Source: an optimization exercise on an open RTL-to-GDS flow (aim: a short achievable clock period and few clock cycles). Production flows keep margins and buffers that such runs may drop. Function was checked by simulation only, so behaviour that the tests miss may differ from the original. No activity file was given, so power comes from the tool's default toggle rates.

===== design/flow/flow/run.sh =====
#!/bin/bash
set -eo pipefail
TARGET_NS=${TARGET_NS:-3.0}
export SETUP_SLACK_MARGIN=$(python3 -c "print(round($FLOW_PERIOD_NS - $TARGET_NS, 3))")
echo "SETUP_SLACK_MARGIN=$SETUP_SLACK_MARGIN" > run_settings.log
cp standard.sh standard_sh.txt
bash standard.sh > standard.log 2>&1

===== design/flow/standard.sh =====
#!/bin/bash
# synth_recipe.tcl (not shown) runs the flow's synth.tcl, then flattens the netlist and writes it again
# the make line also repeats each setting of config.mk as NAME=value (left out here)
make -C /OpenROAD-flow-scripts/flow DESIGN_CONFIG=/design/flow/config.mk WORK_HOME=/design/flow/orfs CLKGATE_MAP_FILE= SYNTH_SCRIPT=/design/flow/synth_recipe.tcl "${@:-finish}"

===== design/flow/config.mk =====
export PLATFORM = sky130hd
export DESIGN_NAME = mips
export DESIGN_NICKNAME = mips
export VERILOG_FILES = /design/flow/design.v
export SDC_FILE = /design/flow/constraint.sdc
export NUM_CORES = 4
export LEC_CHECK = 0
export ABC_CLOCK_PERIOD_IN_PS = 1000
export CAP_MARGIN = 20
export CORE_MARGIN = 2
export CORE_UTILIZATION = 50
export SLEW_MARGIN = 20

===== design/flow/constraint.sdc =====
create_clock -name core_clock -period 10.5 [get_ports {clk}]
set_input_delay 2.1000 -clock core_clock [delete_from_list [all_inputs] [get_ports {clk}]]
set_output_delay 2.1000 -clock core_clock [all_outputs]
set_load 0.01 [all_outputs]

===== design/flow/design.v =====
module mips(input         clk, reset,
            output [31:0] pc,
            input  [31:0] instr,
            output        memwrite,
            output [31:0] memaddr,
            output [31:0] memwritedata,
            input  [31:0] memreaddata);
  reg [31:0] pc_f;
  reg [31:0] pc_o;                           
  reg        seq_f;                          
  reg        v_d;
  reg [31:0] ir_d, pcp4_d;
  reg        jpre_d, seq_d, unc_d, isj_d;
  reg [31:0] a_e, t_e, b_e, tgt_e;
  reg        fa_s_e, fa_t_e, fa_l_e, fa_r_e;
  reg        fb_s_e, fb_t_e, fb_l_e, fb_sn_e, fb_tn_e, fb_ln_e, fb_r_e;
  reg        cin_e;
  reg        ft_m_e, ft_r_e;                   
  reg        s_sum_e, s_and_e, s_or_e, s_slt_e;
  reg        we_e, mw_e, ld_e, cbeq_e;
  reg        el_e;                           
  reg        wdl_e;                          
  reg [4:0]  rd_e;
  reg [31:0] wd_m, maddr_m;
  reg [31:0] sum_m, lo_m;                     
  reg        slt_m;
  reg        s_sum_m, s_slt_m;               
  reg        we_m, mw_m, ld_m;
  reg        redir;                          
  reg [31:0] tgt_m;
  reg [4:0]  rd_m;
  reg [31:0] res_w;
  reg        we_w;
  reg [4:0]  rd_w;
  reg [31:0] rf [1:31];
  localparam NB = 4;
  reg [NB-1:0] bv;
  reg [29:0]   btag [0:NB-1];
  reg [31:0]   btgt [0:NB-1];
  reg [1:0]    bptr;
  assign pc = pc_o;
  wire [31:0] pcp4_f = pc_f + 32'd4;
  reg  [NB-1:0] bhit;
  reg  [31:0]   hit_tgt;
  integer k;
  always @(*) begin
    hit_tgt = 32'h0;
    for (k = 0; k < NB; k = k + 1) begin
      bhit[k] = bv[k] & (btag[k] == pc_f[31:2]);
      hit_tgt = hit_tgt | ({32{bhit[k]}} & btgt[k]);
    end
  end
  wire skip_f = |bhit;
  wire isj_f = (instr[31:26] == 6'b000010);
  wire unc_f = isj_f | ((instr[31:26] == 6'b000100) & (instr[25:21] == instr[20:16]));
  wire [31:0] jtgt_f = {pcp4_f[31:28], instr[25:0], 2'b00};
  wire [5:0] op = ir_d[31:26];
  wire [5:0] fn = ir_d[5:0];
  wire [4:0] rs = ir_d[25:21];
  wire [4:0] rt = ir_d[20:16];
  wire [4:0] rdf = ir_d[15:11];
  wire is_r    = (op == 6'b000000);
  wire is_lw   = (op == 6'b100011);
  wire is_sw   = (op == 6'b101011);
  wire is_beq  = (op == 6'b000100);
  wire is_addi = (op == 6'b001000) | (op == 6'b001001);
  wire is_ori  = (op == 6'b001101);
  wire is_lui  = (op == 6'b001111);
  wire f_add = is_r & (fn[5:1] == 5'b10000);
  wire inv   = is_r & ((fn[5:1] == 5'b10001) | (fn == 6'b101010));    
  wire f_sub = is_r & (fn[5:1] == 5'b10001);
  wire f_and = is_r & (fn == 6'b100100);
  wire f_or  = is_r & (fn == 6'b100101);
  wire f_slt = is_r & (fn == 6'b101010);
  wire cbeq = is_beq & (rs != rt);             
  wire use_rs = is_r | is_lw | is_sw | cbeq | is_addi | is_ori | is_lui;
  wire use_rt = is_r | is_sw | cbeq;
  wire use_imm = is_lw | is_sw | is_addi | is_ori | is_lui;
  wire [4:0] dst = is_r ? rdf : rt;
  wire writes = (is_r | is_lw | is_addi | is_ori | is_lui) & (dst != 5'd0);
  wire [31:0] sext = {{16{ir_d[15]}}, ir_d[15:0]};
  wire [31:0] imm_d = is_lui ? {ir_d[15:0], 16'h0} :
                      is_ori ? {16'h0, ir_d[15:0]} : sext;
  wire [31:0] btgt_d = pcp4_d + {sext[29:0], 2'b00};
  wire [31:0] jtgt_d = {pcp4_d[31:28], ir_d[25:0], 2'b00};
  wire [31:0] utgt_d = isj_d ? jtgt_d : btgt_d;
  wire [31:0] rf_rs = (rs == 5'd0) ? 32'h0 : (we_w & (rd_w == rs)) ? res_w : rf[rs];
  wire [31:0] rf_rt = (rt == 5'd0) ? 32'h0 : (we_w & (rd_w == rt)) ? res_w : rf[rt];
  wire [31:0] alu_m = lo_m | ({32{s_sum_m}} & sum_m) | {31'h0, s_slt_m & slt_m};
  wire rs_e = we_e & (rd_e == rs);
  wire rs_m = we_m & (rd_m == rs);
  wire rt_e = we_e & (rd_e == rt);
  wire rt_m = we_m & (rd_m == rt);
  wire [31:0] res_m = ld_m ? memreaddata : alu_m;
  wire [31:0] v_rs = rs_m ? res_m : rf_rs;
  wire [31:0] v_rt = rt_m ? res_m : rf_rt;
  wire wdl = is_sw & ld_e & rt_e;              
  wire memop_e = ld_e | mw_e;
  wire el = is_lw & (rs == 5'd0) & ~memop_e;   
  wire stall_h = v_d & ld_e & ((use_rs & rs_e) | (use_rt & ~is_sw & rt_e));
  wire [31:0] fa = ({32{fa_s_e}} & sum_m) | ({32{fa_l_e}} & lo_m) |
                   {31'h0, fa_t_e & slt_m} | ({32{fa_r_e}} & a_e);
  wire [31:0] fb = ({32{fb_s_e}} & sum_m) | ({32{fb_sn_e}} & ~sum_m) |
                   ({32{fb_l_e}} & lo_m) | ({32{fb_ln_e}} & ~lo_m) |
                   {31'h0, fb_t_e & slt_m} | {{31{fb_tn_e}}, fb_tn_e & ~slt_m} |
                   ({32{fb_r_e}} & b_e);
  wire [31:0] ft = ({32{ft_m_e}} & alu_m) | ({32{ft_r_e}} & t_e);
  wire [31:0] sum;
  ksadd add_u (.a(fa), .b(fb), .cin(cin_e), .y(sum));
  wire [31:0] lo   = ({32{el_e}} & memreaddata) | ({32{s_and_e}} & (fa & fb)) |
                     ({32{s_or_e}} & (fa | fb));
  wire taken_e = cbeq_e & (fa == ft);
  wire id_redirect = v_d & unc_d & ~jpre_d;    
  wire btb_wr = v_d & unc_d & seq_d;           
  wire stall = stall_h & ~redir;
  wire flush_d = redir | id_redirect;          
  wire bubble_e = redir | stall_h | ~v_d;      
  wire [31:0] npc = redir       ? tgt_m :
                    stall       ? pc_f :
                    id_redirect ? utgt_d :
                    isj_f       ? jtgt_f :
                    skip_f      ? hit_tgt : pcp4_f;
  wire nseq = ~redir & ~id_redirect & ~isj_f & ~skip_f;
  assign memaddr = maddr_m;
  assign memwritedata = wd_m;
  assign memwrite = mw_m;
  always @(posedge clk or posedge reset)
    if (reset) begin
      pc_f <= 32'h0;
      seq_f <= 1'b0;
      v_d <= 1'b0;
      bv <= {NB{1'b0}};
      bptr <= 2'd0;
      we_e <= 1'b0; mw_e <= 1'b0; ld_e <= 1'b0; cbeq_e <= 1'b0; el_e <= 1'b0;
      we_m <= 1'b0; redir <= 1'b0;
      we_w <= 1'b0;
    end else begin
      pc_f <= npc;
      if (!stall) seq_f <= nseq;
      if (btb_wr) begin
        bv[bptr] <= 1'b1;
        bptr <= bptr + 2'd1;
      end
      if (flush_d)    v_d <= 1'b0;
      else if (!stall) v_d <= 1'b1;
      we_e   <= ~bubble_e & writes;
      mw_e   <= ~bubble_e & is_sw;
      ld_e   <= ~bubble_e & is_lw & ~el;
      el_e   <= ~bubble_e & el;
      cbeq_e <= ~bubble_e & cbeq;
      we_m <= we_e & ~redir;
      redir <= taken_e & ~redir;
      we_w <= we_m;
    end
  always @(posedge clk) begin
    if (reset) begin
      pc_o <= 32'h0;
      mw_m <= 1'b0;
    end else begin
      pc_o <= npc;
      mw_m <= mw_e & ~redir;
    end
    if (!stall_h) begin
      ir_d   <= instr;
      pcp4_d <= pcp4_f;
      jpre_d <= isj_f;
      seq_d  <= seq_f;
      unc_d  <= unc_f;
      isj_d  <= isj_f;
    end
    if (btb_wr) begin
      btag[bptr] <= pcp4_d[31:2] - 30'd2;
      btgt[bptr] <= utgt_d;
    end
    a_e   <= v_rs;
    t_e   <= v_rt;
    b_e   <= use_imm ? imm_d : inv ? ~v_rt : v_rt;
    tgt_e <= btgt_d;
    wdl_e <= wdl;
    rd_e  <= dst;
    fa_s_e <= rs_e & s_sum_e;
    fa_t_e <= rs_e & s_slt_e;
    fa_l_e <= rs_e & (s_and_e | s_or_e | el_e);
    fa_r_e <= ~rs_e;
    fb_s_e  <= ~use_imm & rt_e & s_sum_e & ~inv;
    fb_t_e  <= ~use_imm & rt_e & s_slt_e & ~inv;
    fb_l_e  <= ~use_imm & rt_e & (s_and_e | s_or_e | el_e) & ~inv;
    fb_sn_e <= ~use_imm & rt_e & s_sum_e & inv;
    fb_tn_e <= ~use_imm & rt_e & s_slt_e & inv;
    fb_ln_e <= ~use_imm & rt_e & (s_and_e | s_or_e | el_e) & inv;
    fb_r_e <= use_imm | ~rt_e;
    cin_e  <= inv;
    ft_m_e <= rt_e;
    ft_r_e <= ~rt_e;
    s_sum_e <= f_add | f_sub | (is_lw & ~el) | is_sw | is_addi | is_lui;
    s_and_e <= f_and;
    s_or_e  <= f_or | is_ori;
    s_slt_e <= f_slt;
    sum_m <= sum;
    lo_m <= lo;
    slt_m <= sum[31];
    s_sum_m <= s_sum_e;
    s_slt_m <= s_slt_e;
    tgt_m <= tgt_e;
    maddr_m <= (~bubble_e & el) ? sext : sum;
    wd_m  <= wdl_e ? memreaddata : ft;
    ld_m  <= ld_e;
    rd_m  <= rd_e;
    res_w <= res_m;
    rd_w  <= rd_m;
    if (we_w) rf[rd_w] <= res_w;
  end
endmodule
module ksadd(input  [31:0] a, b,
             input         cin,
             output [31:0] y);
  wire [31:0] p0 = a ^ b;
  wire [31:0] g0 = (a & b) | {31'h0, p0[0] & cin};
  wire [31:0] g1, p1, g2, p2, g3, p3, g4, p4, g5;
  assign g1 = g0 | (p0 & {g0[30:0], 1'b0});
  assign p1 = p0 & {p0[30:0], 1'b0};
  assign g2 = g1 | (p1 & {g1[29:0], 2'b0});
  assign p2 = p1 & {p1[29:0], 2'b0};
  assign g3 = g2 | (p2 & {g2[27:0], 4'b0});
  assign p3 = p2 & {p2[27:0], 4'b0};
  assign g4 = g3 | (p3 & {g3[23:0], 8'b0});
  assign p4 = p3 & {p3[23:0], 8'b0};
  assign g5 = g4 | (p4 & {g4[15:0], 16'b0});
  assign y = p0 ^ {g5[30:0], cin};
endmodule

==> results of run 1 <==
[layout by cell type (no fill, tap or decap), types with 166 or more instances in the layout]
cell and count:
mux2i_1 166, nor2_1 229, buf_4 369, dfxtp_1 299, clkbuf_16 203, a21oi_1 183
nand2_1 222, mux4_2 508, xnor2_1 208, edfxtp_1 1307
[final timing paths]
kind / startpoint / cells after the start / to
min: tgt_e[26] / 0 / tgt_m[26]
max: fa_s_e / 13 / maddr_m[31]
min reg2reg: tgt_e[26] / 0 / tgt_m[26]
max reg2reg: fa_s_e / 13 / maddr_m[31]
max in group asynchronous: reset / 4 / pc_f[5]
min in group asynchronous: reset / 3 / pc_f[17]
[area by class of cell]
cell class | count | area share [%]
diodes | 5 | 0.0126
clock buffers | 258 | 5.28
clock inverters | 89 | 1.01
inverters | 149 | 0.602
multi-input cells | 3184 | 33.7
flip-flops and latches | 1755 | 49.0
well taps | 2160 | 2.72
repair buffers | 697 | 7.68
repair inverters | 1 | 0.0302
[power by group through the flow]
| stage | clock (W) | combinational [W] | sequential [W] |
|---|---|---|---|
| finish | 0.00678 | 0.00431 | 0.00896 |
| global route | 0.00709 | 0.00455 | 0.00899 |
| CTS | 0.00683 | 0.00388 | 0.00891 |
| detailed placement | 0 | 0.00335 | 0.00903 |
| global placement | 0 | 0.00333 | 0.00903 |
| floorplan | 0 | 0.00234 | 0.00865 |
[per-layer routing]
metal  GRT usage (%)  part of all wire, %  routed length, microns
met4            13.3                  4.6                   13300
met5               0                0.034                      98
met2            51.5                   44                  129000
met3            9.18                   12                   36300
met1            47.8                   39                  112000
[through the flow]
step / power, W / cells / util, % / worst slack, ns / instance area, sq um
floorplan: 0.0110 / 5474 / - / 6.31 / 81200
global route: 0.0206 / 8293 / 61.9 / 6.75 / 99500
CTS: 0.0196 / 8159 / 60.2 / 6.83 / 96800
global placement: 0.0124 / 7525 / 53.0 / 5.41 / 85200
finish: 0.0201 / 8298 / 61.9 / 6.77 / 99500
detailed placement: 0.0124 / 7525 / 53.0 / 5.32 / 85200
[repair_timing]
| action | 4_1_cts | 5_1_grt |
|---|---|---|
| resized for setup | 1022 | 281 |
| setup endpoints to repair | 666 | 537 |
| endpoints found under the hold margin | 0 | 0 |
| hold buffers | 0 | 0 |
| setup buffers | 253 | 123 |
| cloned | 34 | 10 |
| pin swaps | 157 | 108 |
[synthesized netlist by cell type, types with 46 or more instances]
master / number / area, sq um
nand2b_1: 58 / 363
a222oi_1: 62 / 621
mux2_2: 130 / 1460
mux2i_1: 191 / 1910
xnor2_1: 264 / 2310
mux4_2: 508 / 11400
nand3_1: 72 / 360
edfxtp_1: 1307 / 39200
nor2_1: 277 / 1040
xor2_1: 64 / 561
clkbuf_1: 248 / 931
dfxtp_1: 400 / 8010
a22oi_1: 47 / 353
buf_1: 46 / 173
a211oi_1: 129 / 968
o21ai_0: 120 / 601
nand2_1: 236 / 886
a21o_1: 68 / 510
inv_1: 147 / 552
nand4_1: 101 / 632
dfrtp_1: 48 / 1200
ha_1: 101 / 1260
o22ai_1: 49 / 307
a21oi_1: 238 / 1190
buf_2: 76 / 380
[kinds of logic after synthesis]
kind of cell | after synthesis | share of synthesized area (%)
buffers and inverters | 538 | 2.73
multiplexers | 830 | 18.3
adder cells (fa/ha/maj) | 104 | 1.63
AND/OR/NAND/NOR | 985 | 6.04
XOR/XNOR | 330 | 3.59
flip-flops | 1755 | 59.8
AO/OA/AOI/OAI | 932 | 7.86
[worst register-to-register path, stage by stage (launching register included)]
cell	delay (ns)
dfxtp_4	0.41
buf_4	0.21
a222oi_1	0.43
inv_1	0.18
ha_4	0.35
and4_4	0.25
nand4_1	0.16
nor4_4	0.34
o31a_1	0.21
a31o_4	0.16
a41o_1	0.24
a21o_1	0.21
xor2_2	0.29
mux2_4	0.21
==> results by group, run 1 <==
Clock tree
  – Clk root buf: clkbuf_16
  – CTS Buffer Depth: 3
  – # clock sinks: 1755
  – CTS tree: built
  – CTS buffer count: 185
  – CTS H-tree lvls: 4
  – Clock-pin slew on the worst setup and hold paths: 0.06 ns
  – Clock Latency Late Sink: 0.85 ns

Pwr
  – Power share of the clock group: 33.8%
  – Combinational fraction of design power: 21.5%
  – Sw frac: 29.4%
  – Static Leakage: 35.1 nW
  – VDD IR-drop max: 188 uV
  – Sw Pwr: 0.00590 W
  – Flop pwr share: 44.7%
  – Int Pwr: 0.0142 W
  – Pwr Density: 202 nW/um^2

Global route
  – Global Route Usage Sum: 34.3%
  – Vias in the first global route: 52700
  – First-pass GRT wire length: 397000 microns
  – Largest net degree at the start of global routing: 69
  – Total congestion overflow: 0
  – Initial antenna violation count: 9

Logic synthesis
  – Synth unique cells: 86
  – Yosys Warn Count: 1
  – Number of synthesized flops with an enable pin: 1307
  – Cell count after synthesis: 5474
  – Synth Net Count: 5644
  – Seq/Total Area, Yosys: 59.8%
  – Post-synth top flop: edfxtp_1
  – Fraction of registers with async set/reset: 2.74%
  – Yosys reg bits: 1755
  – Syn_area_per_cell: 14.8 sq um
  – Mapped Area: 81000 sq um

Worst hold path
  – Hold Path Class: flop to flop

Worst setup path
  – Crit path buffers/inverters: 2
  – CP startpoint kind: flop
  – Critical path fanouts, max: 8
  – R2r setup slk: 6.77 ns
  – CP cell instances: buf_4 > a222oi_1 > inv_1 > ha_4 > and4_4 > nand4_1 > nor4_4 > o31a_1 > a31o_4 > a41o_1 > a21o_1 > xor2_2 > mux2_4
  – Critical Path AT: 4.51 ns
  – Req. time, crit path: 11.28 ns
  – CP max stage delay: 0.42 ns
  – Delay-heaviest family, CP: compound AO/OA/AOI/OAI gates
  – CP Class: flop to flop
  – CP max-delay cell: a222oi_1
  – Critical Path End Type: flop

Job
  – MaxCap Viol Count: 0

Floorplanning
  – Initial Util: 50.4%
  – Row count: 147
  – CORE AREA: 161000 sq um
  – Die height: 406 microns
  – Die ar.: 165000 sq um
  – Total I/O pin count: 163
  – Die width: 406 microns

Layout
  – Area grow syn2layout: 22.9%
  – Area of the multi-input gates: 33500 sq um
  – FILL cells: 12000
  – Largest Register: rf
  – # nets final: 6143
  – Max FFs per register: 992
  – Top Registers: rf x992, btgt x128, btag x120
  – Share of cells above drive strength 1: 34.9%
  – Seq. cell area: 48700 sq um

Timing
  – Achievable Freq: 268 MHz
  – Worst Skew: 0.0316 ns
  – Final min period: 3.73 ns
  – Tightest Pin Transition: 1.15 ns
  – Relative slew slack: 23.4%
  – Hold_ws: 0.324 ns
  – Setup TNS: 0 ns
  – RSZ-0062 raised after global routing: true
  – Final Setup Violations: 0
  – Fin crit share: 35.5%
  – Max Transition Viols Final: 0
  – Final Hold Vio Count: 0

Drt
  – Via count: 55600
  – Starting DRT DRC Count: 8304
  – Drt wl/cell: 35.0 microns
  – DR vias/cell: 6.69
  – # DRC: 0
  – Antenna Violating Nets Remaining: 0
  – Drt pass-1 iters: 8
  – Post-Route WL: 290000 microns

Place
  – Post-DP HPWL: 159000 microns
  – Port Buffers: 162
  – GP Congestion: 0.943

Status
  – Status: complete, no violations
Testbench counts, summed over its fixed seeds: cycles 28,873.
==> run 2: changes to the inputs <==
--- a/design/flow/design.v
+++ b/design/flow/design.v
@@ -98,3 +98,3 @@
   wire memop_e = ld_e | mw_e;
-  wire el = is_lw & (rs == 5'd0) & ~memop_e;   
+  wire el = 1'b0;                              
   wire stall_h = v_d & ld_e & ((use_rs & rs_e) | (use_rt & ~is_sw & rt_e));
@@ -204,3 +204,3 @@
     tgt_m <= tgt_e;
-    maddr_m <= (~bubble_e & el) ? sext : sum;
+    maddr_m <= sum;
     wd_m  <= wdl_e ? memreaddata : ft;
==> results by group, run 2 <==
Layout
  – Area grow syn2layout: 22.0% (was 22.9%)
  – Share of cells above drive strength 1: 34.6% (was 34.9%)
  – Most frequent cells in the layout: 1307 x edfxtp_1, 548 x mux4_2, 335 x buf_4 (was 1307 x edfxtp_1, 508 x mux4_2, 369 x buf_4)
  – Most common cell after layout, fill and taps aside: edfxtp_1 (unchanged)
  – # nets final: 5872 (was 6143)
  – Final Util: 61.2% (was 61.9%)
  – Max FFs per register: 992 (unchanged)
  – Top Registers: rf x992, btgt x128, btag x120 (unchanged)
  – Largest Register: rf (unchanged)

Drt
  – Antenna Violating Nets Remaining: 0 (unchanged)
  – Post-Route WL: 275000 microns (was 290000 microns)
  – Drt wl/cell: 34.7 microns (was 35.0 microns)
  – Via count: 53000 (was 55600)
  – DR vias/cell: 6.69 (about the same)
  – Starting DRT DRC Count: 7309 (was 8304)
  – # DRC: 0 (unchanged)
  – Drt pass-1 iters: 9 (was 8)

Logic synthesis
  – Synth Net Count: 5399 (was 5644)
  – Synth unique cells: 81 (was 86)
  – Yosys Warn Count: 1 (unchanged)
  – Syn_area_per_cell: 15.1 sq um (was 14.8 sq um)
  – Post-synth top area share: 49.6% (was 48.5%)
  – Cell count after synthesis: 5229 (was 5474)
  – Post-synth top flop: edfxtp_1 (unchanged)
  – Seq/Total Area, Yosys: 60.4% (was 59.8%)
  – Ranking of synthesized cells by area: edfxtp_1 50%, mux4_2 16%, dfxtp_1 9.3% (was edfxtp_1 48%, mux4_2 14%, dfxtp_1 9.9%)
  – Fraction of registers with async set/reset: 2.73% (was 2.74%)
  – Area leader, netlist: edfxtp_1 (unchanged)
  – Number of synthesized flops with an enable pin: 1307 (unchanged)
  – Mapped Area: 79200 sq um (was 81000 sq um)
  – Most frequent cell after synthesis: edfxtp_1 (unchanged)
  – List of most frequent post-synthesis cells: 1307 x edfxtp_1, 548 x mux4_2, 368 x dfxtp_1, 261 x nand2_1, 255 x a21oi_1 (was 1307 x edfxtp_1, 508 x mux4_2, 400 x dfxtp_1, 277 x nor2_1, 264 x xnor2_1)
  – Yosys reg bits: 1722 (was 1755)

Timing
  – Setup TNS: 0 ns (unchanged)
  – RSZ-0062 raised after global routing: true (unchanged)
  – Worst Skew: 0.0336 ns (was 0.0316 ns)
  – Fin crit share: 34.3% (was 35.5%)
  – Achievable Freq: 278 MHz (was 268 MHz)
  – Hold_ws: 0.318 ns (was 0.324 ns)
  – Final min period: 3.60 ns (was 3.73 ns)
  – Tightest Pin Transition: 1.16 ns (was 1.15 ns)
  – Final Hold Vio Count: 0 (unchanged)
  – Final Setup Violations: 0 (unchanged)
  – Max Transition Viols Final: 0 (unchanged)
  – Relative slew slack: 22.6% (was 23.4%)

Place
  – GP Congestion: 0.937 (was 0.943)
  – Post-DP HPWL: 152000 microns (was 159000 microns)
  – Port Buffers: 162 (unchanged)

Floorplanning
  – Initial Util: 50.2% (was 50.4%)
  – CORE AREA: 158000 sq um (was 161000 sq um)
  – Die ar.: 162000 sq um (was 165000 sq um)
  – Die width: 402 microns (was 406 microns)
  – Total I/O pin count: 163 (unchanged)
  – Row count: 146 (was 147)
  – Die height: 402 microns (was 406 microns)

Worst setup path
  – Crit path buffers/inverters: 3 (was 2)
  – CP startpoint: fa_s_e (unchanged)
  – Critical Path AT: 4.32 ns (was 4.51 ns)
  – CP cell instances: buf_12 > a222oi_1 > inv_1 > ha_1 > o21ai_2 > o21bai_2 > o211ai_1 > buf_4 > a211oi_4 > o21ai_2 > o31ai_4 > or4b_4 > a2111o_1 > o311ai_1 (was buf_4 > a222oi_1 > inv_1 > ha_4 > and4_4 > nand4_1 > nor4_4 > o31a_1 > a31o_4 > a41o_1 > a21o_1 > xor2_2 > mux2_4)
  – Req. time, crit path: 11.22 ns (was 11.28 ns)
  – CP dominant cell by count: o21ai_2
  – CP max stage delay: 0.55 ns (was 0.42 ns)
  – Capture point of the worst path: sum_m[31] (was maddr_m[31])
  – CP max-delay cell: or4b_4 (was a222oi_1)
  – CP Class: flop to flop (unchanged)
  – Worst R2R Path Depth: 14 (was 13)
  – FF-to-FF End: sum_m[31] (was maddr_m[31])
  – R2R Path Start: fa_s_e (unchanged)
  – R2r setup slk: 6.90 ns (was 6.77 ns)
  – Critical path fanouts, max: 13 (was 8)
  – CP startpoint kind: flop (unchanged)
  – Crit path depth: 14 (was 13)
  – Critical Path End Type: flop (unchanged)
  – Delay-heaviest family, CP: compound AO/OA/AOI/OAI gates (unchanged)

Status
  – Status: complete, no violations (unchanged)

Clock tree
  – Clock Latency Late Sink: 0.83 ns (was 0.85 ns)
  – CTS tree: built (unchanged)
  – CTS H-tree lvls: 4 (unchanged)
  – CTS Buffer Depth: 3 (unchanged)
  – CTS buffer count: 181 (was 185)
  – Clock-pin slew on the worst setup and hold paths: 0.06 ns (about the same)
  – Clk root buf: clkbuf_16 (unchanged)
  – # clock sinks: 1722 (was 1755)

Global route
  – Global Route Usage Sum: 33.3% (was 34.3%)
  – First-pass GRT wire length: 383000 microns (was 397000 microns)
  – Initial antenna violation count: 10 (was 9)
  – Largest net degree at the start of global routing: 71 (was 69)
  – Total congestion overflow: 0 (unchanged)
  – Vias in the first global route: 51100 (was 52700)

Pwr
  – Static Leakage: 34.0 nW (was 35.1 nW)
  – VDD IR-drop max: 185 uV (was 188 uV)
  – Pwr Density: 200 nW/um^2 (was 202 nW/um^2)

Job
  – MaxCap Viol Count: 0 (unchanged)

Worst hold path
  – Hold Path Class: flop to flop (unchanged)
[run 2: cell count changes after synthesis, sizes merged, moves of 20 or more]
cell / before / now
a211oi: 131 / 94
a22oi: 47 / 8
and3: 39 / 71
clkbuf: 248 / 221
dfxtp: 400 / 368
mux2: 131 / 66
mux4: 508 / 548
nand2: 236 / 261
nand4: 101 / 79
nor2: 279 / 240
nor2b: 32 / 12
xor2: 64 / 86
[run 2: cell type report]
type / count / area, sq um
multi-input cells: 3001 / 31900
well taps: 2072 / 2590
diodes: 3 / 7.51
clock buffers: 254 / 5170
flip-flops and latches: 1722 / 48100
fillers: 11700 / 61200
inverters: 140 / 548
clock inverters: 85 / 815
repair buffers: 656 / 7420
[run 2: worst min path at each step]
| stage | from | endpoint | slack, ns | depth (start not counted) |
|---|---|---|---|---|
| floorplan | tgt_e[0] | tgt_m[0] | 0.31 | 0 |
| CTS | tgt_e[28] | tgt_m[28] | 0.32 | 0 |
| global route | tgt_e[1] | tgt_m[1] | 0.33 | 0 |
| detailed placement | tgt_e[15] | tgt_m[15] | 0.31 | 0 |
| global placement | tgt_e[31] | tgt_m[31] | 0.31 | 0 |
| finish | tgt_e[1] | tgt_m[1] | 0.32 | 0 |
[run 2: where the power goes]
part	internal [W]	switching, W
Combinational	0.00193	0.00216
Sequential	0.00811	0.000636
Clock	0.00374	0.00276
[run 2: through the flow]
step                area, sq um  setup slack [ns]  std cells  power, W
floorplan                 79400              6.62       5229    0.0106
global placement          83100              5.58       7191    0.0119
detailed placement        83100              5.55       7191    0.0119
CTS                       94300              6.93       7803    0.0190
global route              96600              6.80       7930    0.0199
finish                    96600              6.90       7933    0.0193
[run 2: what timing repair did]
action                     4_1_cts  5_1_grt
pin swaps                      148      129
buffers inserted               236      112
gates cloned                    37       14
gates resized for setup       1057      227
hold endpoints to repair         0        0
hold buffers                     0        0
setup endpoints to repair      580      776
[run 2: cells by family (layout without fill, tap and decap cells)]
| family | Yosys count | after routing | share of synthesized area (%) |
|---|---|---|---|
| flip-flops | 1722 | 1722 | 60.4 |
| AND/OR/NAND/NOR | 904 | 909 | 5.55 |
| AO/OA/AOI/OAI | 853 | 854 | 7.22 |
| multiplexers | 799 | 799 | 18.9 |
| buffers and inverters | 512 | 1135 | 2.62 |
| XOR/XNOR | 335 | 335 | 3.71 |
| adder cells (fa/ha/maj) | 104 | 104 | 1.67 |
| other | 0 | 3 | 0 |
[run 2: per-layer routing]
layer	vias up	track usage, %	wire length, microns	share of wire (%)
met5	-	0	93	0.034
met4	14	12.7	12200	4.4
met3	617	6.78	29600	11
met2	3170	51.1	126000	46
met1	27600	47.1	108000	39
li1	21600	-	-	-
Testbench counts of run 2, summed over its fixed seeds: cycles 29,072.
==> run 3: changes to the inputs <==
--- a/design/flow/design.v
+++ b/design/flow/design.v
@@ -14,4 +14,4 @@
   reg [31:0] a_e, t_e, b_e, tgt_e;
-  reg        fa_s_e, fa_t_e, fa_l_e, fa_r_e;
-  reg        fb_s_e, fb_t_e, fb_l_e, fb_sn_e, fb_tn_e, fb_ln_e, fb_r_e;
+  reg        fa_s_e, fa_t_e;
+  reg        fb_s_e, fb_t_e, fb_sn_e, fb_tn_e;
   reg        cin_e;
@@ -100,8 +100,5 @@
   wire stall_h = v_d & ld_e & ((use_rs & rs_e) | (use_rt & ~is_sw & rt_e));
-  wire [31:0] fa = ({32{fa_s_e}} & sum_m) | ({32{fa_l_e}} & lo_m) |
-                   {31'h0, fa_t_e & slt_m} | ({32{fa_r_e}} & a_e);
-  wire [31:0] fb = ({32{fb_s_e}} & sum_m) | ({32{fb_sn_e}} & ~sum_m) |
-                   ({32{fb_l_e}} & lo_m) | ({32{fb_ln_e}} & ~lo_m) |
-                   {31'h0, fb_t_e & slt_m} | {{31{fb_tn_e}}, fb_tn_e & ~slt_m} |
-                   ({32{fb_r_e}} & b_e);
+  wire [31:0] fa = (fa_s_e ? sum_m : a_e) | {31'h0, fa_t_e & slt_m};
+  wire [31:0] fb = (fb_s_e ? sum_m : fb_sn_e ? ~sum_m : b_e) |
+                   {31'h0, (fb_t_e & slt_m) | (fb_tn_e & ~slt_m)};
   wire [31:0] ft = ({32{ft_m_e}} & alu_m) | ({32{ft_r_e}} & t_e);
@@ -112,2 +109,9 @@
   wire taken_e = cbeq_e & (fa == ft);
+  wire lop_e = s_and_e | s_or_e | el_e;
+  wire fwl_a = rs_e & lop_e;
+  wire fwt_a = rs_e & s_slt_e;
+  wire fbn   = ~use_imm & rt_e;
+  wire fws_b = fbn & s_sum_e;
+  wire fwl_b = fbn & lop_e;
+  wire fwt_b = fbn & s_slt_e;
   wire id_redirect = v_d & unc_d & ~jpre_d;    
@@ -174,5 +178,8 @@
     end
-    a_e   <= v_rs;
+    a_e   <= fwl_a ? lo : fwt_a ? 32'h0 : v_rs;
     t_e   <= v_rt;
-    b_e   <= use_imm ? imm_d : inv ? ~v_rt : v_rt;
+    b_e   <= use_imm ? imm_d :
+             fwl_b ? (inv ? ~lo : lo) :
+             fwt_b ? (inv ? 32'hfffffffe : 32'h0) :
+             (inv ? ~v_rt : v_rt);
     tgt_e <= btgt_d;
@@ -181,12 +188,7 @@
     fa_s_e <= rs_e & s_sum_e;
-    fa_t_e <= rs_e & s_slt_e;
-    fa_l_e <= rs_e & (s_and_e | s_or_e | el_e);
-    fa_r_e <= ~rs_e;
-    fb_s_e  <= ~use_imm & rt_e & s_sum_e & ~inv;
-    fb_t_e  <= ~use_imm & rt_e & s_slt_e & ~inv;
-    fb_l_e  <= ~use_imm & rt_e & (s_and_e | s_or_e | el_e) & ~inv;
-    fb_sn_e <= ~use_imm & rt_e & s_sum_e & inv;
-    fb_tn_e <= ~use_imm & rt_e & s_slt_e & inv;
-    fb_ln_e <= ~use_imm & rt_e & (s_and_e | s_or_e | el_e) & inv;
-    fb_r_e <= use_imm | ~rt_e;
+    fa_t_e <= fwt_a;
+    fb_s_e  <= fws_b & ~inv;
+    fb_sn_e <= fws_b & inv;
+    fb_t_e  <= fwt_b & ~inv;
+    fb_tn_e <= fwt_b & inv;
     cin_e  <= inv;
==> results by group, run 3 <==
Worst setup path
  – CP startpoint kind: input pin (was flop)
  – Critical path fanouts, max: 4 (was 13)
  – R2R Path Start: pc_f[5] (was fa_s_e)
  – CP startpoint: instr[26] (was fa_s_e)
  – R2r setup slk: 7.00 ns (was 6.90 ns)
  – Critical Path End Type: flop (unchanged)
  – Worst R2R Path Depth: 8 (was 14)
  – CP Class: input pin to flop (was flop to flop)
  – FF-to-FF End: pc_o[5] (was sum_m[31])
  – Critical Path AT: 4.42 ns (was 4.32 ns)
  – Capture point of the worst path: pc_o[27] (was sum_m[31])
  – Req. time, crit path: 11.23 ns (was 11.22 ns)

Logic synthesis
  – Fraction of registers with async set/reset: 2.74% (was 2.73%)
  – Yosys reg bits: 1717 (was 1722)
  – Simple-Gate Fraction of Synth Area: 5.98% (was 5.55%)
  – Seq/Total Area, Yosys: 59.3% (was 60.4%)
  – Area leader, netlist: edfxtp_1 (unchanged)
  – Ranking of synthesized cells by area: edfxtp_1 49%, mux4_2 14%, dfxtp_1 9.0% (was edfxtp_1 50%, mux4_2 16%, dfxtp_1 9.3%)
  – Yosys Warn Count: 1 (unchanged)
  – Post-synth top flop: edfxtp_1 (unchanged)
  – Synth Net Count: 5575 (was 5399)
  – Synth unique cells: 94 (was 81)
  – Syn_area_per_cell: 14.9 sq um (was 15.1 sq um)
  – Most frequent cell after synthesis: edfxtp_1 (unchanged)
  – Cell count after synthesis: 5405 (was 5229)
  – Largest family of logic cells by synthesized area: multiplexers (unchanged)
  – Number of synthesized flops with an enable pin: 1307 (unchanged)
  – Mapped Area: 80400 sq um (was 79200 sq um)
  – Post-Synth Adder-Cell Area: 1.65% (was 1.67%)
  – Post-synthesis compound-gate area fraction: 8.04% (was 7.22%)
  – Multiplexer share of the synthesized area: 18.7% (was 18.9%)
  – Post-synth top area share: 48.8% (was 49.6%)
  – Synth Area in XOR/XNOR: 3.23% (was 3.71%)
  – List of most frequent post-synthesis cells: 1307 x edfxtp_1, 514 x mux4_2, 363 x dfxtp_1, 251 x mux2i_1, 247 x nor2_1 (was 1307 x edfxtp_1, 548 x mux4_2, 368 x dfxtp_1, 261 x nand2_1, 255 x a21oi_1)

Status
  – Status: complete, no violations (unchanged)

Pwr
  – VDD IR-drop max: 186 uV (was 185 uV)
  – Combinational fraction of design power: 21.0% (was 21.2%)
  – Power share of the clock group: 34.4% (was 33.6%)
  – Overall power: 0.0195 W (was 0.0193 W)
  – Int Pwr: 0.0139 W (was 0.0138 W)
  – Static Leakage: 35.0 nW (was 34.0 nW)
  – Sw Pwr: 0.00567 W (was 0.00556 W)
  – Pwr Density: 199 nW/um^2 (was 200 nW/um^2)
  – Sw frac: 29.0% (was 28.8%)
  – Flop pwr share: 44.6% (was 45.2%)

Timing
  – Hold_ws: 0.319 ns (was 0.318 ns)
  – Final Setup Violations: 0 (unchanged)
  – Tightest Pin Transition: 1.16 ns (about the same)
  – Max Transition Viols Final: 0 (unchanged)
  – Worst Skew: 0.0221 ns (was 0.0336 ns)
  – Fin crit share: 35.1% (was 34.3%)
  – Relative slew slack: 22.6% (about the same)
  – RSZ-0062 raised after global routing: true (unchanged)
  – Achievable Freq: 271 MHz (was 278 MHz)
  – Final Hold Vio Count: 0 (unchanged)
  – Final min period: 3.69 ns (was 3.60 ns)
  – Setup TNS: 0 ns (unchanged)

Place
  – Port Buffers: 162 (unchanged)
  – Post-DP HPWL: 163000 microns (was 152000 microns)
  – GP Congestion: 0.935 (was 0.937)

Floorplanning
  – Die ar.: 164000 sq um (was 162000 sq um)
  – Initial Util: 50.2% (about the same)
  – Row count: 147 (was 146)
  – Die height: 405 microns (was 402 microns)
  – Die width: 405 microns (was 402 microns)
  – CORE AREA: 160000 sq um (was 158000 sq um)
  – Total I/O pin count: 163 (unchanged)

Drt
  – Post-Route WL: 284000 microns (was 275000 microns)
  – Drt wl/cell: 35.1 microns (was 34.7 microns)
  – Drt pass-1 iters: 6 (was 9)
  – DR vias/cell: 6.72 (was 6.69)
  – Via count: 54400 (was 53000)
  – Starting DRT DRC Count: 7472 (was 7309)
  – Antenna Violating Nets Remaining: 0 (unchanged)
  – # DRC: 0 (unchanged)

Layout
  – Largest Register: rf (unchanged)
  – Top Registers: rf x992, btgt x128, btag x120 (unchanged)
  – Area grow syn2layout: 22.2% (was 22.0%)
  – Most common cell after layout, fill and taps aside: edfxtp_1 (unchanged)
  – Max FFs per register: 992 (unchanged)
  – # nets final: 6018 (was 5872)
  – Most frequent cells in the layout: 1307 x edfxtp_1, 514 x mux4_2, 314 x buf_4 (was 1307 x edfxtp_1, 548 x mux4_2, 335 x buf_4)
  – Share of cells above drive strength 1: 33.9% (was 34.6%)

Clock tree
  – Clk root buf: clkbuf_16 (unchanged)
  – Clock-pin slew on the worst setup and hold paths: 0.06 ns (about the same)
  – CTS Buffer Depth: 3 (unchanged)
  – Hold-fix buffers, CTS: 0 (unchanged)
  – CTS buffer count: 183 (was 181)
  – # clock sinks: 1717 (was 1722)
  – Clock Latency Late Sink: 0.83 ns (about the same)
  – CTS tree: built (unchanged)
  – CTS H-tree lvls: 4 (unchanged)

Worst hold path
  – Hold Path Class: flop to flop (unchanged)

Global route
  – Largest net degree at the start of global routing: 65 (was 71)
  – Vias in the first global route: 52100 (was 51100)
  – Global Route Usage Sum: 33.8% (was 33.3%)
  – First-pass GRT wire length: 391000 microns (was 383000 microns)
  – Initial antenna violation count: 13 (was 10)
  – Total congestion overflow: 0 (unchanged)

Job
  – MaxCap Viol Count: 0 (unchanged)
[run 3: worst min-delay path by stage]
| stage | to | slack (ns) | depth (start not counted) | startpoint |
|---|---|---|---|---|
| floorplan | tgt_m[0] | 0.31 | 0 | tgt_e[0] |
| global placement | tgt_m[26] | 0.31 | 0 | tgt_e[26] |
| detailed placement | tgt_m[11] | 0.31 | 0 | tgt_e[11] |
| CTS | tgt_m[11] | 0.32 | 0 | tgt_e[11] |
| global route | tgt_m[2] | 0.33 | 0 | tgt_e[2] |
| finish | tgt_m[11] | 0.32 | 0 | tgt_e[11] |
[run 3: cell type report]
cell class	instances	area (sq um)
clock buffers	265	5420
fillers	11800	61900
clock inverters	81	855
repair buffers	632	7320
well taps	2086	2610
flip-flops and latches	1717	48000
inverters	194	792
diodes	3	7.51
repair inverters	1	7.51
multi-input cells	3119	33200
[run 3: per-stage QoR]
stage	setup WS, ns	cells	utilization (%)	instance area, sq um
detailed placement	5.15	7379	52.6	84200
finish	6.81	8098	61.3	98200
CTS	6.82	7992	59.9	95900
floorplan	6.40	5405	-	80700
global route	6.80	8095	61.3	98200
global placement	5.15	7379	52.6	84200
[run 3: power by group through the flow]
stage	logic [W]	registers, W	clock network (W)
6_report	0.00410	0.00871	0.00673
5_1_grt	0.00433	0.00875	0.00705
4_1_cts	0.00378	0.00867	0.00678
3_5_place_dp	0.00311	0.00885	0
3_3_place_gp	0.00308	0.00883	0
2_1_floorplan	0.00222	0.00843	0
[run 3: kinds of logic after synthesis]
kind of cell | Yosys count
AOI/OAI and AO/OA | 922
xor gates and xnor gates | 294
adders and majority gates | 104
buffers and inverters | 575
DFF | 1717
muxes | 845
and+or+nand+nor | 948
[run 3: what timing repair did]
action | in CTS | in global routing
buffers inserted | 227 | 87
pin swaps | 134 | 137
resized for setup | 1049 | 262
cloned | 40 | 16
endpoints found under the setup margin | 702 | 578
[run 3: worst max-delay path: stages]
cell	delay [ns]
buf_6	0.09
or4_4	0.65
or3_4	0.44
nand2_8	0.10
buf_6	0.11
or3_4	0.14
nor2_1	0.05
or3_4	0.42
a2111oi_4	0.30
[run 3: metal layers]
| layer | vias to the layer above | wire length (microns) | global-route usage, % |
|---|---|---|---|
| met5 | - | 116 | 0 |
| met2 | 3280 | 131000 | 52.0 |
| li1 | 22200 | - | - |
| met3 | 626 | 30100 | 7.32 |
| met4 | 12 | 13300 | 14.0 |
| met1 | 28300 | 110000 | 47.0 |
Testbench counts of run 3, summed over its fixed seeds: cycles 29,072.
==> run 4: changes to the inputs <==
--- a/design/flow/flow/run.sh
+++ b/design/flow/flow/run.sh
@@ -2,3 +2,3 @@
 set -eo pipefail
-TARGET_NS=${TARGET_NS:-3.0}
+TARGET_NS=${TARGET_NS:-2.7}
 export SETUP_SLACK_MARGIN=$(python3 -c "print(round($FLOW_PERIOD_NS - $TARGET_NS, 3))")
--- a/design/flow/config.mk
+++ b/design/flow/config.mk
@@ -7,3 +7,3 @@
 export LEC_CHECK = 0
-export ABC_CLOCK_PERIOD_IN_PS = 1000
+export ABC_CLOCK_PERIOD_IN_PS = 700
 export CAP_MARGIN = 20
==> results by group, run 4 <==
Drt
  – Via count: 56200 (was 54400)
  – Drt wl/cell: 36.2 microns (was 35.1 microns)
  – Drt pass-1 iters: 6 (unchanged)
  – Antenna Violating Nets Remaining: 0 (unchanged)
  – Post-Route WL: 301000 microns (was 284000 microns)
  – # DRC: 0 (unchanged)
  – DR vias/cell: 6.75 (was 6.72)
  – Starting DRT DRC Count: 8402 (was 7472)

Worst hold path
  – Hold Path Class: flop to flop (unchanged)
  – Min-Delay Endpoint: tgt_m[14] (was tgt_m[11])
  – Hold Path Cell Cnt: 0 (unchanged)
  – Hold Startpoint: tgt_e[14] (was tgt_e[11])

Logic synthesis
  – Yosys Warn Count: 1 (unchanged)
  – Cell count after synthesis: 5405 (unchanged)
  – Synth Net Count: 5575 (unchanged)
  – Mapped Area: 80400 sq um (unchanged)
  – Area leader, netlist: edfxtp_1 (unchanged)
  – Most frequent cell after synthesis: edfxtp_1 (unchanged)
  – Post-synth top flop: edfxtp_1 (unchanged)
  – Ranking of synthesized cells by area: edfxtp_1 49%, mux4_2 14%, dfxtp_1 9.0% (unchanged)
  – Synth unique cells: 94 (unchanged)
  – Yosys reg bits: 1717 (unchanged)
  – List of most frequent post-synthesis cells: 1307 x edfxtp_1, 514 x mux4_2, 363 x dfxtp_1, 251 x mux2i_1, 247 x nor2_1 (unchanged)
  – Seq/Total Area, Yosys: 59.3% (unchanged)
  – Post-synth top area share: 48.8% (unchanged)
  – Number of synthesized flops with an enable pin: 1307 (unchanged)
  – Syn_area_per_cell: 14.9 sq um (unchanged)
  – Fraction of registers with async set/reset: 2.74% (unchanged)

Layout
  – Non-filler instance count after layout: 8324 (was 8098)
  – FILL cells: 11300 (was 11800)
  – Area grow syn2layout: 27.5% (was 22.2%)
  – Most common cell after layout, fill and taps aside: edfxtp_1 (unchanged)
  – Most frequent cells in the layout: 1307 x edfxtp_1, 514 x mux4_2, 411 x buf_4 (was 1307 x edfxtp_1, 514 x mux4_2, 314 x buf_4)
  – Largest Register: rf (unchanged)
  – Final Util: 64.0% (was 61.3%)
  – Max FFs per register: 992 (unchanged)
  – # nets final: 6248 (was 6018)
  – Post-Layout Inst Area: 102000 sq um (was 98200 sq um)
  – Share of cells above drive strength 1: 39.2% (was 33.9%)
  – Top Registers: rf x992, btgt x128, btag x120 (unchanged)

Place
  – GP Congestion: 0.912 (was 0.935)
  – Port Buffers: 162 (unchanged)
  – Placed Instance Area: 84500 sq um (was 84200 sq um)
  – Placed Cells: 7386 (was 7379)
  – Post-DP HPWL: 162000 microns (was 163000 microns)

Worst setup path
  – R2r setup slk: 7.13 ns (was 7.00 ns)
  – R2R Path Start: pc_f[20] (was pc_f[5])
  – Critical Path AT: 4.30 ns (was 4.42 ns)
  – CP startpoint kind: input pin (unchanged)
  – Critical path fanouts, max: 3 (was 4)
  – Critical Path End Type: flop (unchanged)
  – FF-to-FF End: pc_o[27] (was pc_o[5])
  – CP Class: input pin to flop (unchanged)
  – Req. time, crit path: 11.22 ns (was 11.23 ns)
  – Worst R2R Path Depth: 11 (was 8)

Timing
  – Fin crit share: 34.1% (was 35.1%)
  – Max Transition Viols Final: 0 (unchanged)
  – Achievable Freq: 279 MHz (was 271 MHz)
  – Relative slew slack: 23.8% (was 22.6%)
  – Final Hold Vio Count: 0 (unchanged)
  – Tightest Pin Transition: 1.14 ns (was 1.16 ns)
  – Worst Skew: 0.0309 ns (was 0.0221 ns)
  – Setup TNS: 0 ns (unchanged)
  – Final min period: 3.58 ns (was 3.69 ns)
  – RSZ-0062 raised after global routing: true (unchanged)
  – Final Setup Violations: 0 (unchanged)

Floorplanning
  – CORE AREA: 160000 sq um (unchanged)
  – Die ar.: 164000 sq um (unchanged)
  – Row count: 147 (unchanged)
  – Initial Util: 50.2% (unchanged)
  – Total I/O pin count: 163 (unchanged)
  – Die height: 405 microns (unchanged)
  – Die width: 405 microns (unchanged)

Status
  – Status: complete, no violations (unchanged)

Pwr
  – Static Leakage: 36.7 nW (was 35.0 nW)
  – Overall power: 0.0201 W (was 0.0195 W)
  – VDD IR-drop max: 182 uV (was 186 uV)
  – Pwr Density: 196 nW/um^2 (was 199 nW/um^2)

Clock tree
  – Hold-fix buffers, CTS: 0 (unchanged)
  – CTS buffer count: 180 (was 183)
  – CTS H-tree lvls: 4 (unchanged)
  – # clock sinks: 1717 (unchanged)
  – Clock Latency Late Sink: 0.84 ns (was 0.83 ns)
  – Clk root buf: clkbuf_16 (unchanged)
  – CTS Buffer Depth: 3 (unchanged)
  – CTS tree: built (unchanged)
  – Clock-pin slew on the worst setup and hold paths: 0.06 ns (about the same)

Global route
  – Global Route Usage Sum: 35.8% (was 33.8%)
  – First-pass GRT wire length: 410000 microns (was 391000 microns)
  – Initial antenna violation count: 9 (was 13)
  – Total congestion overflow: 0 (unchanged)
  – Largest net degree at the start of global routing: 64 (was 65)
  – Vias in the first global route: 53200 (was 52100)

Job
  – MaxCap Viol Count: 0 (unchanged)
[run 4: what timing repair did]
item | CTS | global route
gates cloned | 60 | 15
gates resized for setup | 1361 | 380
setup endpoints to repair | 935 | 501
setup buffers | 353 | 167
pin swaps | 215 | 224
[run 4: routing by layer]
layer / GRT usage [%] / vias to the layer above / share of wire [%]
met5: 0 / - / 0.053
met4: 15.6 / 4 / 5.4
met3: 8.81 / 782 / 12
met2: 53.8 / 3889 / 45
met1: 49.6 / 28800 / 37
li1: - / 22700 / -
[run 4: report_power, final]
group	switching, W	leakage [nW]	internal (W)	total, W
clock	0.00279	2.96	0.00381	0.00660
combinational	0.00246	18.0	0.00230	0.00477
sequential	0.000658	15.8	0.00807	0.00873
total	0.00591	36.7	0.0142	0.0201
[run 4: cells by family after synthesis]
| group | synth area share [%] |
|---|---|
| compound gates | 8.04 |
| xor+xnor | 3.23 |
| fa+ha+maj | 1.65 |
| buf+inv | 3.10 |
| flops | 59.3 |
| mux | 18.7 |
| simple gates | 5.98 |
[run 4: worst max path at each step]
stage / from / end / slack [ns] / depth (start not counted)
2_1_floorplan: instr[26] / pc_o[27] / 6.41 / 8
3_3_place_gp: instr[26] / pc_o[27] / 5.24 / 9
3_5_place_dp: instr[26] / pc_o[27] / 5.17 / 9
4_1_cts: instr[30] / pc_o[27] / 6.81 / 9
5_1_grt: instr[29] / pc_o[27] / 6.92 / 9
6_report: instr[29] / pc_o[27] / 6.92 / 9
[run 4: through the flow]
stage | setup WS, ns | hold WS, ns
after floorplan | 6.41 | 0.310
after global placement | 5.24 | 0.309
after CTS | 6.81 | 0.314
after global routing | 6.92 | 0.328
final | 6.92 | 0.320
after detailed placement | 5.17 | 0.312
[run 4: final cells by class]
type	count	area (sq um)	share of cell area, %
sequential	1717	48000	46.8
multi-input combinational	3119	34800	34.0
timing repair buffer	865	10200	9.93
clock buffer	236	4990	4.87
tap	2086	2610	2.55
clock inverter	102	1060	1.04
inverter	194	786	0.767
timing repair inverter	1	16.3	0.0159
antenna	4	10.0	0.00977
[run 4: critical path, stage by stage]
cell       delay, ns
buf_6           0.09
or4_4           0.54
or3_4           0.45
nand2_4         0.12
buf_6           0.12
or3_4           0.14
nor2_2          0.04
or3_4           0.42
a2111oi_4       0.27

[re-timing with driven ports]
In the flow no input, the clock included, has a driving cell. The finished layouts below were timed again as built, in two steps. Step 1 (the two cells are an assumption about what drives the block):
set clk [get_ports {clk}]
set_driving_cell -lib_cell sky130_fd_sc_hd__clkbuf_16 $clk
set_driving_cell -lib_cell sky130_fd_sc_hd__buf_2 [delete_from_list [all_inputs] $clk]
Step 2 moves the port delays by t, midway between the first and last clock arrival at a register: inputs arrive t later, outputs are due t later. That takes back most of the time a late clock gives input paths. Slacks: ideal / step 1 / step 2; pairs: ideal / step 1.
run	t, ns	setup slack, ns	worst data-port slew with drivers (ns)	cell pins on the clock port's net
run 1	0.928	6.768 / 6.768 / 6.047	0.06	1
run 2	0.897	6.903 / 6.903 / 6.319	0.09	1
run 3	0.903	6.812 / 6.860 / 5.957	0.08	1
run 4	0.910	6.918 / 6.951 / 6.060	0.07	1
After both steps every run listed still meets setup and hold. The setup slack of run 4, which loses most, moves by +0.033 ns with the drivers and by -0.858 ns with both steps.
